Source: an optimization exercise on an open RTL-to-GDS flow (aim: small area and a short achievable clock period). Production flows keep margins and buffers that such runs may drop.
The RTL was checked by simulation tests, not by an equivalence proof against the original design.
No activity file was given, so power comes from the tool's default toggle rates.

Design dwt_haar2d, start of the top module:
module dwt_haar2d
#(parameter WIDTH = 128                      
)
(
    input                     HCLK,          
    input                     HRESETn,       
    input                     in_valid,      
    input       [7:0]         in_r0,         
    input       [7:0]         in_g0,
    input       [7:0]         in_b0,
    input       [7:0]         in_r1,         
    input       [7:0]         in_g1,
    input       [7:0]         in_b1,
    output reg                out_valid,
    output reg  signed [9:0]  out_r_ca,
    output reg  signed [9:0]  out_g_ca,
    output reg  signed [9:0]  out_b_ca,
    output reg  signed [9:0]  out_r_ch,
    output reg  signed [9:0]  out_g_ch,
    output reg  signed [9:0]  out_b_ch,
    output reg  signed [9:0]  out_r_cv,
    output reg  signed [9:0]  out_g_cv,
    output reg  signed [9:0]  out_b_cv,
    output reg  signed [9:0]  out_r_cd,
    output reg  signed [9:0]  out_g_cd,
    output reg  signed [9:0]  out_b_cd
);
localparam PAIRS = WIDTH/2;
reg        v1;                               
reg [5:0]  col;                              
reg        row_odd;                          
always @(posedge HCLK, negedge HRESETn) begin
    if (!HRESETn)
        v1 <= 1'b0;
    else
        v1 <= in_valid;
end
always @(posedge HCLK, negedge HRESETn) begin
    if (!HRESETn) begin
        col     <= 6'd0;
        row_odd <= 1'b0;
    end else if (v1) begin
        col <= col + 6'd1;
        if (col == PAIRS-1)
            row_odd <= ~row_odd;
    end
end
wire [8:0] sum_r  = {1'b0, in_r0} + {1'b0, in_r1};
wire [8:0] sum_g  = {1'b0, in_g0} + {1'b0, in_g1};
wire [8:0] sum_b  = {1'b0, in_b0} + {1'b0, in_b1};
wire [8:0] diff_r = {1'b0, in_r0} - {1'b0, in_r1};
wire [8:0] diff_g = {1'b0, in_g0} - {1'b0, in_g1};
  ...
For scale: about 4,500 cells after synthesis, ~3,200 flip-flops, roughly 170 I/O pins.
make LEC_CHECK=0 ABC_AREA=1 CAP_MARGIN=20 CORE_MARGIN=2 CORE_UTILIZATION=70 CTS_BUF_LIST=sky130_fd_sc_hd__clkbuf_16 CTS_CLUSTER_DIAMETER=100 CTS_CLUSTER_SIZE=25 PLACE_DENSITY=0.75 SETUP_SLACK_MARGIN=5 SLEW_MARGIN=20 finish   # period 7.0 ns
run.sh (not shown) runs the stock make flow with config.mk's settings and CLKGATE_MAP_FILE= SYNTH_SCRIPT=/design/flow/synth_recipe.tcl, a recipe that flattens the netlist after the stock synthesis.
The starting point passed the timing, DRC and antenna checks.
==> next run, changes <==
Settings changed: ABC_AREA 1 to unset, CORE_UTILIZATION 70 to 40, CTS_BUF_LIST sky130_fd_sc_hd__clkbuf_16 to sky130_fd_sc_hd__clkbuf_8, CTS_CLUSTER_DIAMETER 100 to unset, CTS_CLUSTER_SIZE 25 to 30, PLACE_DENSITY 0.75 to unset.
Effect:
- sequential power hardly moves
- final area came out higher by a few percent
- worst setup slack degrades by 210 ps
- count of clock-buffer cells in the layout is higher by 391
- die area climbs by well over a third
- clock skew climbs by 64 ps
- via count falls slightly
- global-route usage decreases by 10 points
- critical path depth stays the same
- power goes up by about a fifth
==> next run, changes <==
==> flow/flow/run.sh (new file) <==
#!/bin/bash
# Standard layout; clock tree with repeaters on the long tree wires.
set -e
bash standard.sh finish \
  "CTS_ARGS=-sink_clustering_enable -repair_clock_nets -sink_clustering_size 22 -sink_clustering_max_diameter 100 -buf_list sky130_fd_sc_hd__clkbuf_16 -distance_between_buffers 80" \
  > standard.log 2>&1
==> flow/standard.sh (new file) <==
#!/bin/bash
# synth_recipe.tcl (not shown) runs the flow's synth.tcl, then flattens the netlist and writes it again
# the make line also repeats each setting of config.mk as NAME=value (left out here)
make -C /OpenROAD-flow-scripts/flow DESIGN_CONFIG=/design/flow/config.mk WORK_HOME=/design/flow/orfs CLKGATE_MAP_FILE= SYNTH_SCRIPT=/design/flow/synth_recipe.tcl "${@:-finish}"
Settings changed: CORE_UTILIZATION 40 to 70, CTS_BUF_LIST sky130_fd_sc_hd__clkbuf_8 to sky130_fd_sc_hd__clkbuf_8 sky130_fd_sc_hd__clkbuf_16, CTS_CLUSTER_DIAMETER set to 100, CTS_CLUSTER_SIZE 30 to 22, PLACE_DENSITY set to 0.75, SETUP_SLACK_MARGIN 5 to 4.6.
removed: flow/run.sh
The changed run completed with no timing, DRC or antenna violations.
Power decreases by 11%.
Worst setup slack gains 97 ps.
Final area is lower by about 7%.
Hold slack is better by 38 ps.

==> afterwards: timing with drivers on the ports <==
The results above use ideal ports. As a check the final layouts listed here were re-extracted and re-timed, cells and wires unchanged.
Step 1 assumes that a clkbuf_16 drives the clock port and a buf_2 every other input.
Step 2 moves the port delays by t, midway between the first and last clock arrival at a register: inputs arrive t later, outputs are due t later. That takes back most of the time a late clock gives input paths.
a / b / c = ideal ports / drivers / drivers and shift; a / b = the first two.
run	shift t [ns]	setup WS [ns]	worst hold slack (ns)	worst setup path at the end	worst data-port slew with drivers (ns)
the first run	0.878	4.266 / 4.186 / 4.187	0.395 / 0.395 / 0.395	input to register	0.13
the second run	1.089	4.052 / 3.973 / 3.842	0.359 / 0.359 / 0.359	input to register	0.04
the third run	1.028	4.149 / 4.070 / 3.473	0.397 / 0.397 / 0.397	input to register	0.30
After both steps every run listed still meets setup and hold. For the third run, which loses most, drivers alone change the setup slack by -0.079 ns; drivers and shift together by -0.676 ns.
